Source: an optimization exercise on an open RTL-to-GDS flow (aim: small area and a short achievable clock period). Production flows keep margins and buffers that such runs may drop.
Only simulation tests tie the RTL to the original design; equivalence was not proved.
The flow treats the clock pin as an ideal source, which a real chip does not have.

==> run a <==
// MultiTop
module MultiTop(
    input             clk,
    input      [31:0] a,
    input      [31:0] b,
    output reg [31:0] prod
);
clock: 17.0 ns
lec_check: 0
cap_margin: 20
core_margin: 2
core_utilization: 40
slew_margin: 72
synth_hierarchical: 1
synth_minimum_keep_size: 0
standard.sh (not shown) runs the stock make flow with config.mk's settings and CLKGATE_MAP_FILE= SYNTH_SCRIPT=/design/flow/synth_recipe.tcl, a recipe that flattens the netlist after the stock synthesis.
==> flow/flow/run.sh <==
#!/bin/bash
# The standard layout (the standard.sh, standard synthesis included), with these changes:
# - buffer_ports puts buf_1 cells on the ports rather than clkdlybuf4s50_1 delay cells;
# - CTS runs without latency balancing between the two clock nets (-delay_buffer_derate 0
#   -no_insertion_delay), so that it keeps that skew rather than padding the other registers'
#   clock to match it.
# The make output goes to standard.log; ORFS keeps each step's own log under orfs/logs/.
set -euo pipefail
SKEW_CELLS="sky130_fd_sc_hd__clkdlybuf4s18_1" \
  bash standard.sh BUFFER_PORTS_ARGS="-buffer_cell sky130_fd_sc_hd__buf_1" \
    PRE_CTS_TCL="$(pwd)/flow/skew.tcl" \
    CTS_ARGS="-sink_clustering_enable -repair_clock_nets -delay_buffer_derate 0 -no_insertion_delay -buf_list sky130_fd_sc_hd__clkbuf_8" \
    finish > standard.log 2>&1
==> flow/flow/skew.tcl <==
set block [ord::get_db_block]
set db [ord::get_db]
set clk [$block findNet clk]
set cells [split $::env(SKEW_CELLS) ","]
set flops {}
set sx 0.0
set sy 0.0
foreach i [$block getInsts] {
  if {[string match "prod*" [$i getName]] && [string match "sky130_fd_sc_hd__df*" [[$i getMaster] getName]]} {
    lappend flops $i
    set bb [$i getBBox]
    set sx [expr {$sx + [$bb xMin]}]
    set sy [expr {$sy + [$bb yMin]}]
  }
}
set nf [llength $flops]
puts "skew: $nf product registers"
if {$nf != 32} { error "skew: expected 32 product registers, found $nf" }
set cx [expr {int($sx / $nf)}]
set cy [expr {int($sy / $nf)}]
set prev $clk
set k 0
foreach c $cells {
  set m [$db findMaster $c]
  if {$m eq "NULL" || $m eq ""} { error "skew: no master $c" }
  set inst [odb::dbInst_create $block $m skew_dly_$k]
  set net [odb::dbNet_create $block clk_prod_$k]
  $net setSigType CLOCK
  [$inst findITerm A] connect $prev
  [$inst findITerm X] connect $net
  $inst setLocation $cx $cy
  $inst setPlacementStatus PLACED
  set prev $net
  incr k
}
foreach i $flops {
  set it [$i findITerm CLK]
  $it disconnect
  $it connect $prev
}
puts "skew: product registers now clocked from [$prev getName] through $k cells"
detailed_placement
==> inputs of run b, as changes to run a <==
--- a/flow/flow/run.sh
+++ b/flow/flow/run.sh
@@ -6,8 +6,8 @@
 #   clock to match it.
 # The make output goes to standard.log; ORFS keeps each step's own log under orfs/logs/.
 set -euo pipefail
-SKEW_CELLS="sky130_fd_sc_hd__clkdlybuf4s18_1" \
+SKEW_CELLS="sky130_fd_sc_hd__clkdlybuf4s15_1" \
   bash standard.sh BUFFER_PORTS_ARGS="-buffer_cell sky130_fd_sc_hd__buf_1" \
     PRE_CTS_TCL="$(pwd)/flow/skew.tcl" \
-    CTS_ARGS="-sink_clustering_enable -repair_clock_nets -delay_buffer_derate 0 -no_insertion_delay -buf_list sky130_fd_sc_hd__clkbuf_8" \
+    CTS_ARGS="-sink_clustering_enable -repair_clock_nets -delay_buffer_derate 0 -no_insertion_delay -buf_list sky130_fd_sc_hd__clkbuf_8 sky130_fd_sc_hd__clkbuf_16" \
     finish > standard.log 2>&1
==> inputs of run c, as changes to run a <==
--- a/flow/flow/run.sh
+++ b/flow/flow/run.sh
@@ -6,8 +6,8 @@
 #   clock to match it.
 # The make output goes to standard.log; ORFS keeps each step's own log under orfs/logs/.
 set -euo pipefail
-SKEW_CELLS="sky130_fd_sc_hd__clkdlybuf4s18_1" \
+SKEW_CELLS="sky130_fd_sc_hd__clkdlybuf4s15_1" \
   bash standard.sh BUFFER_PORTS_ARGS="-buffer_cell sky130_fd_sc_hd__buf_1" \
     PRE_CTS_TCL="$(pwd)/flow/skew.tcl" \
-    CTS_ARGS="-sink_clustering_enable -repair_clock_nets -delay_buffer_derate 0 -no_insertion_delay -buf_list sky130_fd_sc_hd__clkbuf_8" \
+    CTS_ARGS="-sink_clustering_enable -repair_clock_nets -delay_buffer_derate 0 -no_insertion_delay -root_buf sky130_fd_sc_hd__clkbuf_16 -buf_list sky130_fd_sc_hd__clkbuf_8" \
     finish > standard.log 2>&1
==> comparison <==
Run b did not get past 4_1_cts. Run a passed the timing, DRC and antenna checks. Run c finished with timing, DRC and antenna clean.
Synthesized cell count is the same in run a and run b.
In die area, run c and run a do not differ.
Against run a, the via count of run c is larger by 0.42%.
Synthesized area is the same in run b and run c.
Against run a, the global-route usage of run c is higher by 0.10 points.
Clock skew: run c is lower than run a (29 ps).
In critical path depth, run c and run a do not differ.
Of run a and run c, run c has the higher routed wire length (gap 0.56%, measured against run c).

* * *

==> v19: inputs <==
MultiTop, a different RTL version from the one above (not shown whole).
==> flow/design.v (excerpt) <==
module MultiTop(
    input             clk,
    input      [31:0] a,
    input      [31:0] b,
    output reg [31:0] prod
);
==> flow/config.mk <==
export PLATFORM = sky130hd
export DESIGN_NAME = MultiTop
export DESIGN_NICKNAME = MultiTop
export VERILOG_FILES = /design/flow/design.v
export SDC_FILE = /design/flow/constraint.sdc
export NUM_CORES = 4
export LEC_CHECK = 0
export CAP_MARGIN = 20
export CORE_MARGIN = 2
export CORE_UTILIZATION = 40
export SLEW_MARGIN = 75
export SYNTH_HIERARCHICAL = 1
export SYNTH_MINIMUM_KEEP_SIZE = 0
==> flow/constraint.sdc <==
create_clock -name core_clock -period 17.0 [get_ports {clk}]
set_input_delay 3.4000 -clock core_clock [delete_from_list [all_inputs] [get_ports {clk}]]
set_output_delay 3.4000 -clock core_clock [all_outputs]
set_load 0.01 [all_outputs]
==> flow/flow/run.sh <==
#!/bin/bash
# The standard layout (the standard.sh, standard synthesis included), except that the
# buffers buffer_ports puts on every input and output port are buf_1 cells rather than the
# clkdlybuf4s50_1 delay cells it picks by default. The make output goes to standard.log;
# ORFS keeps each step's own log under orfs/logs/.
set -euo pipefail
bash standard.sh BUFFER_PORTS_ARGS="-buffer_cell sky130_fd_sc_hd__buf_1" finish > standard.log 2>&1
==> v13 (differences from v19) <==
==> flow/flow/run.sh (replaced) <==
#!/bin/bash
set -euo pipefail
SKEW_CELLS="sky130_fd_sc_hd__clkdlybuf4s15_1" \
  bash standard.sh BUFFER_PORTS_ARGS="-buffer_cell sky130_fd_sc_hd__buf_1" PRE_CTS_TCL="$(pwd)/flow/skew.tcl" CTS_ARGS="-sink_clustering_enable -repair_clock_nets -delay_buffer_derate 0 -no_insertion_delay" finish > standard.log 2>&1
==> flow/flow/skew.tcl (new file) <==
set block [ord::get_db_block]
set db [ord::get_db]
set clk [$block findNet clk]
set cells [split $::env(SKEW_CELLS) ","]
set flops {}
set sx 0.0
set sy 0.0
foreach i [$block getInsts] {
  if {[string match "prod*" [$i getName]] && [string match "sky130_fd_sc_hd__df*" [[$i getMaster] getName]]} {
    lappend flops $i
    set bb [$i getBBox]
    set sx [expr {$sx + [$bb xMin]}]
    set sy [expr {$sy + [$bb yMin]}]
  }
}
set nf [llength $flops]
puts "skew: $nf product registers"
if {$nf != 32} { error "skew: expected 32 product registers, found $nf" }
set cx [expr {int($sx / $nf)}]
set cy [expr {int($sy / $nf)}]
set prev $clk
set k 0
foreach c $cells {
  set m [$db findMaster $c]
  if {$m eq "NULL" || $m eq ""} { error "skew: no master $c" }
  set inst [odb::dbInst_create $block $m skew_dly_$k]
  set net [odb::dbNet_create $block clk_prod_$k]
  $net setSigType CLOCK
  [$inst findITerm A] connect $prev
  [$inst findITerm X] connect $net
  $inst setLocation $cx $cy
  $inst setPlacementStatus PLACED
  set prev $net
  incr k
}
foreach i $flops {
  set it [$i findITerm CLK]
  $it disconnect
  $it connect $prev
}
puts "skew: product registers now clocked from [$prev getName] through $k cells"
detailed_placement
- SLEW_MARGIN: 75 -> 72
==> summary of the runs <==
- Between v13 and v19, the lower worst setup slack is in v19 (gap 0.58 ns).
- Against v19, the cell count of v13 is higher by about 0.24%.
- Between v19 and v13, the lower register-to-register slack is in v19 (gap 0.58 ns).
- Design area: v19 is lower than v13 (about 0.9%).
==> figures <==
	v19	v13
Run status	complete, no violations	complete, no violations
Total routing resource utilization after global routing	21.4%	22.1%
Clock network latency to the later pin of the worst-skew pair	0.37 ns	0.97 ns
Data required time at the worst endpoint	17.25 ns	17.84 ns
WL final	33.9 mm	34.9 mm
Util after Layout	46.3%	46.7%
Worst max-slew margin expressed relative to the limit	75.4%	72.4%
Worst Max-Slew Pin Slew	0.369 ns	0.414 ns
Global-route wire length before repair	54.0 mm	55.1 mm

[port drivers added, routing unchanged]
The flow's constraints put no driver on any port. The routed layouts listed below were extracted and timed again, unchanged, in two steps. Step 1 assumes that a clkbuf_16 drives the clock port and a buf_2 every other input. Step 2, shift: input delay + t, output delay - t, t = (earliest + latest rising clock arrival at the registers) / 2. This alone moves slack from input paths to output paths. Slacks: no drivers / after step 1 / after step 2; pairs: no drivers / after step 1.
| run | t, ns | setup slack, ns | clock arrival spread, ns | slew at the worst register clock pin (ns) | worst slew at a driven data input, ns | cell pins on the clock port's net |
|---|---|---|---|---|---|---|
| run a | 0.739 | 12.089 / 12.048 / 12.237 | 0.651 / 0.651 | 0.10 / 0.10 | 0.04 | 1 |
| run c | 0.707 | 12.145 / 12.098 / 12.231 | 0.622 / 0.622 | 0.07 / 0.07 | 0.04 | 1 |
| v19 | 0.419 | 11.560 / 11.560 / 11.560 | 0.009 / 0.009 | 0.08 / 0.08 | 0.05 | 1 |
| v13 | 0.706 | 12.136 / 12.113 / 12.136 | 0.626 / 0.626 | 0.08 / 0.08 | 0.05 | 1 |
Clock arrivals are far apart in run a, run c and v13, so t is only a midpoint there and step 2 fits no single register.
